This design comes from an exercise in tuning for small area and a short achievable clock period on the open sky130 flow, not from production work. RTL that was checked went through simulation tests only; none was proved equivalent to the original.

==> job 9068 <==
==> flow/design.v (excerpt) <==
module mips_core (
	input wire clk,   
	input wire rst,   
	output wire inst_ren,
	output wire [31:0] inst_addr,
	input wire [31:0] inst_data,
	output wire mem_ren,
	output wire mem_wen,
	output wire [31:0] mem_addr,
	output wire [31:0] mem_dout,
	input wire [31:0] mem_din,
	input wire interrupter,
	output wire ir,
	output wire ir_en,
	output wire ir_valid,
	output wire ir_wait,
	output wire jump_en,
	input wire ram_stall,
	input wire rom_stall,
	output wire rom_cs,
	output wire ram_cs
	);
export LEC_CHECK = 0
export CAP_MARGIN = 20
export CORE_MARGIN = 2
export CORE_UTILIZATION = 50
export SLEW_MARGIN = 20
create_clock -name core_clock -period 20.0 [get_ports {clk}]
standard.sh (not shown) runs the stock make flow with config.mk's settings and CLKGATE_MAP_FILE= SYNTH_SCRIPT=/design/flow/synth_recipe.tcl, a recipe that flattens the netlist after the stock synthesis.
==> flow/flow/run.sh <==
#!/bin/bash
# Layout flow: the standard ORFS flow (standard.sh: the standard synthesis,
# floorplan, power grid, placement, CTS and routing), with these settings added:
#  - the input and output port buffers are sky130_fd_sc_hd__buf_2 cells
#    (the default pick is a slow delay buffer);
#  - timing repair aims for a setup slack margin, so that paths are made
#    faster than the 20 ns clock strictly needs;
#  - CTS uses small clock buffers and no dummy loads.
# The full make output goes to standard_flow.log; ORFS keeps each step's log
# under orfs/logs/.
set -uo pipefail
export BUFFER_PORTS_ARGS="-buffer_cell sky130_fd_sc_hd__buf_2"
export SETUP_SLACK_MARGIN=11.5
export CTS_ARGS="-sink_clustering_enable -repair_clock_nets -dont_use_dummy_load -buf_list {sky130_fd_sc_hd__clkbuf_4 sky130_fd_sc_hd__clkbuf_8}"
bash standard.sh > standard_flow.log 2>&1
status=$?
tail -20 standard_flow.log
exit $status
==> job 8476 (differences from job 9068) <==
--- a/flow/design.v
+++ b/flow/design.v
@@ -1,95 +1,47 @@
 module alu (
 	input wire [31:0] a,
-	input wire [31:0] b,   
+	input wire [31:0] b,
 	input wire [3:0] oper,
 	input wire sign,
-	input wire sub,        
 	output reg [31:0] result
 	);
-	wire [31:0] sum;
-	wire cout;
-	add_bk #(.N(32)) ADD (
-		.a(a),
-		.b(b),
-		.cin(sub),
-		.sum(sum),
-		.cout(cout)
-		);
-	wire b31 = b[31] ^ sub;   
-	wire lt = sign ? ((a[31] ^ b31) ? a[31] : sum[31]) : ~cout;
-	wire fill = sign & b[31];
-	wire big = |a[31:5];
-	wire [32:0] sx = $signed({fill, b}) >>> a[4:0];
-	wire [31:0] sr = big ? {32{fill}} : sx[31:0];
+	wire sub = (oper == 4'd1) | (oper == 4'd2);
+	wire [32:0] sum = {1'b0, a} + {1'b0, b ^ {32{sub}}} + {32'b0, sub};
+	wire lt = sign ? ((a[31] ^ b[31]) ? a[31] : sum[31]) : ~sum[32];
+	wire left = (oper == 4'd8);
+	wire [31:0] b_rev;
+	wire [31:0] sr;
 	wire [31:0] sr_rev;
 	genvar i;
 	generate
 		for (i = 0; i < 32; i = i + 1) begin : g_rev
+			assign b_rev[i] = b[31 - i];
 			assign sr_rev[i] = sr[31 - i];
 		end
 	endgenerate
+	wire [31:0] sin = left ? b_rev : b;
+	wire fill = sign & b[31];
+	wire big = |a[31:5];
+	wire [32:0] sx = $signed({fill, sin}) >>> a[4:0];
+	assign sr = big ? {32{fill}} : sx[31:0];
 	always @(*) begin
 		case (oper)
-			4'd0, 4'd1: result = sum;
+			4'd0, 4'd1: result = sum[31:0];
 			4'd2: result = {31'b0, lt};
 			4'd4: result = a & b;
 			4'd5: result = a | b;
 			4'd6: result = a ^ b;
 			4'd7: result = ~(a | b);
 			4'd8: result = sr_rev;
 			4'd9: result = sr;
 			default: result = 32'b0;
 		endcase
 	end
 endmodule
-module add_bk #(parameter N = 32, parameter L = 5) (
-	input wire [N-1:0] a,
-	input wire [N-1:0] b,
-	input wire cin,
-	output wire [N-1:0] sum,
-	output wire cout
-	);
-	wire [N-1:0] p0 = a ^ b;
-	wire [N-1:0] g0 = a & b;
-	wire [N-1:0] g [0:2*L];
-	wire [N-1:0] p [0:2*L];
-	assign g[0] = {g0[N-1:1], g0[0] | (p0[0] & cin)};
-	assign p[0] = p0;
-	genvar l, i;
-	generate
-		for (l = 0; l < L; l = l + 1) begin : g_up
-			for (i = 0; i < N; i = i + 1) begin : g_b
-				if (((i + 1) % (2 << l)) == 0) begin : g_n
-					assign g[l + 1][i] = g[l][i] | (p[l][i] & g[l][i - (1 << l)]);
-					assign p[l + 1][i] = p[l][i] & p[l][i - (1 << l)];
-				end
-				else begin : g_k
-					assign g[l + 1][i] = g[l][i];
-					assign p[l + 1][i] = p[l][i];
-				end
-			end
-		end
-		for (l = 0; l < L; l = l + 1) begin : g_dn
-			for (i = 0; i < N; i = i + 1) begin : g_b
-				if ((i >= 3 * (1 << (L - 1 - l)) - 1) && (((i + 1) % (2 << (L - 1 - l))) == (1 << (L - 1 - l)))) begin : g_n
-					assign g[L + l + 1][i] = g[L + l][i] | (p[L + l][i] & g[L + l][i - (1 << (L - 1 - l))]);
-					assign p[L + l + 1][i] = p[L + l][i] & p[L + l][i - (1 << (L - 1 - l))];
-				end
-				else begin : g_k
-					assign g[L + l + 1][i] = g[L + l][i];
-					assign p[L + l + 1][i] = p[L + l][i];
-				end
-			end
-		end
-	endgenerate
-	wire [N:0] c = {g[2 * L], cin};
-	assign sum = p0 ^ c[N-1:0];
-	assign cout = c[N];
-endmodule
 module regfile (
 	input wire clk,
 	input wire [4:0] addr_a,
 	output wire [31:0] data_a,
 	input wire [4:0] addr_b,
 	output wire [31:0] data_b,
 	input wire en_w,
@@ -142,15 +94,15 @@
 		OP_ADD = 4'd0, OP_SUB = 4'd1, OP_SLT = 4'd2, OP_ZERO = 4'd3,
 		OP_AND = 4'd4, OP_OR = 4'd5, OP_XOR = 4'd6, OP_NOR = 4'd7,
 		OP_SL = 4'd8, OP_SR = 4'd9;
 	reg [31:0] pc;
 	reg [31:0] id_pc, id_ir;
 	reg [31:0] ex_a, ex_b;
 	reg [3:0] ex_op;
-	reg ex_sign, ex_sub;
+	reg ex_sign;
 	reg [4:0] ex_rd;
 	reg ex_wen, ex_ld, ex_st, ex_fm, ex_fmz;
 	reg ld_prev;   
 	reg [31:0] mem_alu, mem_sd;
 	reg [4:0] mem_rd;
 	reg mem_wen_r, mem_ld, mem_st, mem_fm;
 	reg [31:0] wb_data;
@@ -258,29 +210,20 @@
 	wire exe_clr = rst | rom_stall | (~ram_stall & load_stall);
 	wire exe_hold = ~rst & ~rom_stall & ram_stall;
 	wire wb_clr = rst | (~rom_stall & ram_stall);
 	wire ir_q = ir_wait_r & ir_valid_r;
 	wire [31:0] data_w = fwdb_s;
 	wire st_ok = c_mt & ~rst;
 	wire je_go = c_eret | (~c_mt & ir_q);
-	wire je_keep = ~c_eret & ~c_mt & je_q;
-	wire je_reg = je_go | (je_keep & load_stall);
-	assign jump_en = ~rst & (je_reg | (je_keep & (rom_stall | ram_stall)));
+	assign jump_en = ~rst & (c_eret | (~c_mt & (ir_q | (je_q & ~go))));
 	wire [31:0] ja = c_eret ? cp0[2] : cp0[3];
 	wire take_s = (i_beq & eq_s) | (i_bne & ~eq_s);
 	wire pcs_s = r_jr | i_j | i_jal | take_s;
 	wire [31:0] ret_addr = pcs_s ? id_pc : pc;
-	wire [31:0] cnt_inc;
-	add_bk #(.N(32)) CNT_INC (
-		.a((st_ok & (rd == 5'd9)) ? data_w : cp0[9]),
-		.b(32'd0),
-		.cin(1'b1),
-		.sum(cnt_inc),
-		.cout()
-		);
+	wire [31:0] cnt_inc = ((st_ok & (rd == 5'd9)) ? data_w : cp0[9]) + 32'd1;
 	wire [31:0] rd_dec = 32'b1 << rd;
 	reg [31:0] cp0_rd;
 	integer ci;
 	always @(*) begin
 		cp0_rd = ({32{rd_dec[9]}} & cnt_inc) | ({32{rd_dec[2] & ir_q}} & pc) | ({32{rd_dec[2] & ~ir_q}} & cp0[2]);
 		for (ci = 0; ci < 32; ci = ci + 1)
 			if (ci != 9 && ci != 2)
@@ -325,37 +268,16 @@
 				always @(posedge clk)
 					if (st_ok & (rd == k))
 						cp0[k] <= data_w;
 			end
 		end
 	endgenerate
 	wire take = (i_beq & eq) | (i_bne & ~eq);
-	wire [30:0] pc_c;
-	wire [31:0] pc4;
-	assign pc4[1:0] = pc[1:0];
-	assign pc4[2] = ~pc[2];
-	assign pc_c[2] = pc[2];
-	genvar pi;
-	generate
-		for (pi = 3; pi < 32; pi = pi + 1) begin : g_pc4
-			assign pc4[pi] = pc[pi] ^ pc_c[pi - 1];
-			if (pi < 31) begin : g_c
-				assign pc_c[pi] = pc[pi] & pc_c[pi - 1];
-			end
-		end
-	endgenerate
-	wire [29:0] btgt_hi;
-	add_bk #(.N(30)) BR_ADD (
-		.a(id_pc[31:2]),
-		.b(imm[29:0]),
-		.cin(1'b1),
-		.sum(btgt_hi),
-		.cout()
-		);
-	wire [31:0] btgt = {btgt_hi, id_pc[1:0]};
+	wire [31:0] pc4 = pc + 32'd4;
+	wire [31:0] btgt = {id_pc[31:2] + imm[29:0] + 30'd1, id_pc[1:0]};
 	wire [31:0] jtgt = {id_pc[31:28], id_ir[25:0], 2'b00};
 	wire [31:0] pc_sel = je_go ? ja : r_jr ? fwda : (i_j | i_jal) ? jtgt : take ? btgt : pc4;
 	always @(posedge clk) begin
 		if (rst)
 			pc <= 32'b0;
 		else if (go)
 			pc <= pc_sel;
@@ -366,25 +288,15 @@
 		else if (go)
 			id_ir <= inst_data;
 		if (go)
 			id_pc <= pc;
 		ld_prev <= i_lw;
 	end
 	wire [31:0] a_id = c_mf ? cp0_rd : i_jal ? id_pc : (r_sh | i_lui) ? {27'b0, i_lui ? 5'd16 : id_ir[10:6]} : fwda;
-	wire [31:0] b_op = c_mf ? 32'b0 : i_jal ? 32'd8 : (i_imm | i_lw | i_sw) ? imm : fwdb;
-	wire sub_id = r_sub | r_slt | i_slti | i_sltiu;
-	wire left_id = r_sll | r_sllv | i_lui;
-	wire [31:0] b_rev;
-	genvar bi;
-	generate
-		for (bi = 0; bi < 32; bi = bi + 1) begin : g_brev
-			assign b_rev[bi] = b_op[31 - bi];
-		end
-	endgenerate
-	wire [31:0] b_id = sub_id ? ~b_op : left_id ? b_rev : b_op;
+	wire [31:0] b_id = c_mf ? 32'b0 : i_jal ? 32'd8 : (i_imm | i_lw | i_sw) ? imm : fwdb;
 	always @(posedge clk) begin
 		if (exe_clr) begin
 			ex_op <= OP_ZERO;
 			ex_wen <= 1'b0;
 			ex_ld <= 1'b0;
 			ex_st <= 1'b0;
 			ex_fm <= 1'b0;
@@ -398,24 +310,22 @@
 			ex_fm <= fwd_m;
 			ex_fmz <= fwd_m & (rt == 5'd0);
 		end
 		if (~exe_clr & ~exe_hold) begin
 			ex_a <= a_id;
 			ex_b <= b_id;
 			ex_sign <= sign_id;
-			ex_sub <= sub_id;
 			ex_rd <= rd_id;
 		end
 	end
 	alu ALU (
 		.a(ex_a),
 		.b(ex_b),
 		.oper(ex_op),
 		.sign(ex_sign),
-		.sub(ex_sub),
 		.result(alu_out)
 		);
 	always @(posedge clk) begin
 		if (rst) begin
 			mem_alu <= 32'b0;
 			mem_wen_r <= 1'b0;
 			mem_ld <= 1'b0;
==> flow/flow/run.sh (replaced) <==
#!/bin/bash
# Layout flow: the standard ORFS flow (standard.sh, unchanged synthesis,
# floorplan, power grid, placement, CTS and routing) with two settings added:
#  - the input and output port buffers are sky130_fd_sc_hd__buf_2 cells
#    (the default pick is a slow delay buffer);
#  - timing repair aims for a setup slack margin, so that paths are made
#    faster than the clock period strictly needs.
# The full make output goes to standard_flow.log; ORFS keeps each step's log
# under orfs/logs/.
set -uo pipefail
export BUFFER_PORTS_ARGS="-buffer_cell sky130_fd_sc_hd__buf_2"
export SETUP_SLACK_MARGIN=11.3
bash standard.sh > standard_flow.log 2>&1
status=$?
tail -20 standard_flow.log
exit $status
==> flow/config.mk (replaced) <==
export PLATFORM = sky130hd
export DESIGN_NAME = mips_core
export DESIGN_NICKNAME = mips_core
export VERILOG_FILES = /design/flow/design.v
export SDC_FILE = /design/flow/constraint.sdc
export NUM_CORES = 4
export LEC_CHECK = 0
export CAP_MARGIN = 20
export CORE_MARGIN = 2
export CORE_UTILIZATION = 40
export SLEW_MARGIN = 20
==> metrics.yaml <==
timing:
  hold_ws_ps: 446.8
  period_needed_ps: 9109
clock_tree:
  htree_levels: 4
placed_design:
  dp_cells: 12010
power_and_ir_drop:
  p_clk_share_pct: 41.0
  comb-power_mw: 1.07
status:
  status: "timing/DRC/antenna clean"
-- figures above: job 8476

==> metrics.yaml <==
logic_synthesis:
  yosysMostFrequentCell: "edfxtp_1"
  synthXorXnorAreaFrac_pct: 1.077
power_and_ir_drop:
  comb-power_mw: 1.03
  p_clk_share_pct: 35.1
global_routing:
  grt_pass1_wl_microns: 723500
timing:
  period_needed_ps: 8893
  hold_ws_ps: 387.6
route:
  wl_met1_microns: 189300
status:
  status: "timing/DRC/antenna clean"
placed_design:
  dp_cells: 11260
-- figures above: job 9068

For job 8476, only the layout was checked, not whether the RTL still works.

==> static timing again, ports no longer ideal <==
Ports are ideal in the flow. The routed layouts listed here were re-timed in OpenROAD. Step 1 (the two cells are an assumption about what drives the block):
set clk [get_ports {clk}]
set_driving_cell -lib_cell sky130_fd_sc_hd__clkbuf_16 $clk
set_driving_cell -lib_cell sky130_fd_sc_hd__buf_2 [delete_from_list [all_inputs] $clk]
Step 2 moves the port delays by t, midway between the first and last clock arrival at a register: inputs arrive t later, outputs are due t later. That takes back most of the time a late clock gives input paths. a / b / c = ideal ports / drivers / drivers and shift; a / b = the first two.
| run | t, ns | slack for setup (ns) | hold WS [ns] | clock arrival spread, ns | slew at the worst register clock pin (ns) |
|---|---|---|---|---|---|
| job 9068 | 1.205 | 11.107 / 11.035 / 10.539 | 0.388 / 0.388 / 0.388 | 0.151 / 0.150 | 0.07 / 0.07 |
| job 8476 | 1.042 | 10.891 / 10.839 / 10.816 | 0.447 / 0.447 / 0.447 | 0.131 / 0.131 | 0.07 / 0.07 |
After both steps setup and hold are still met in every run listed. For job 9068, which loses most, drivers alone change the setup slack by -0.072 ns; drivers and shift together by -0.568 ns.
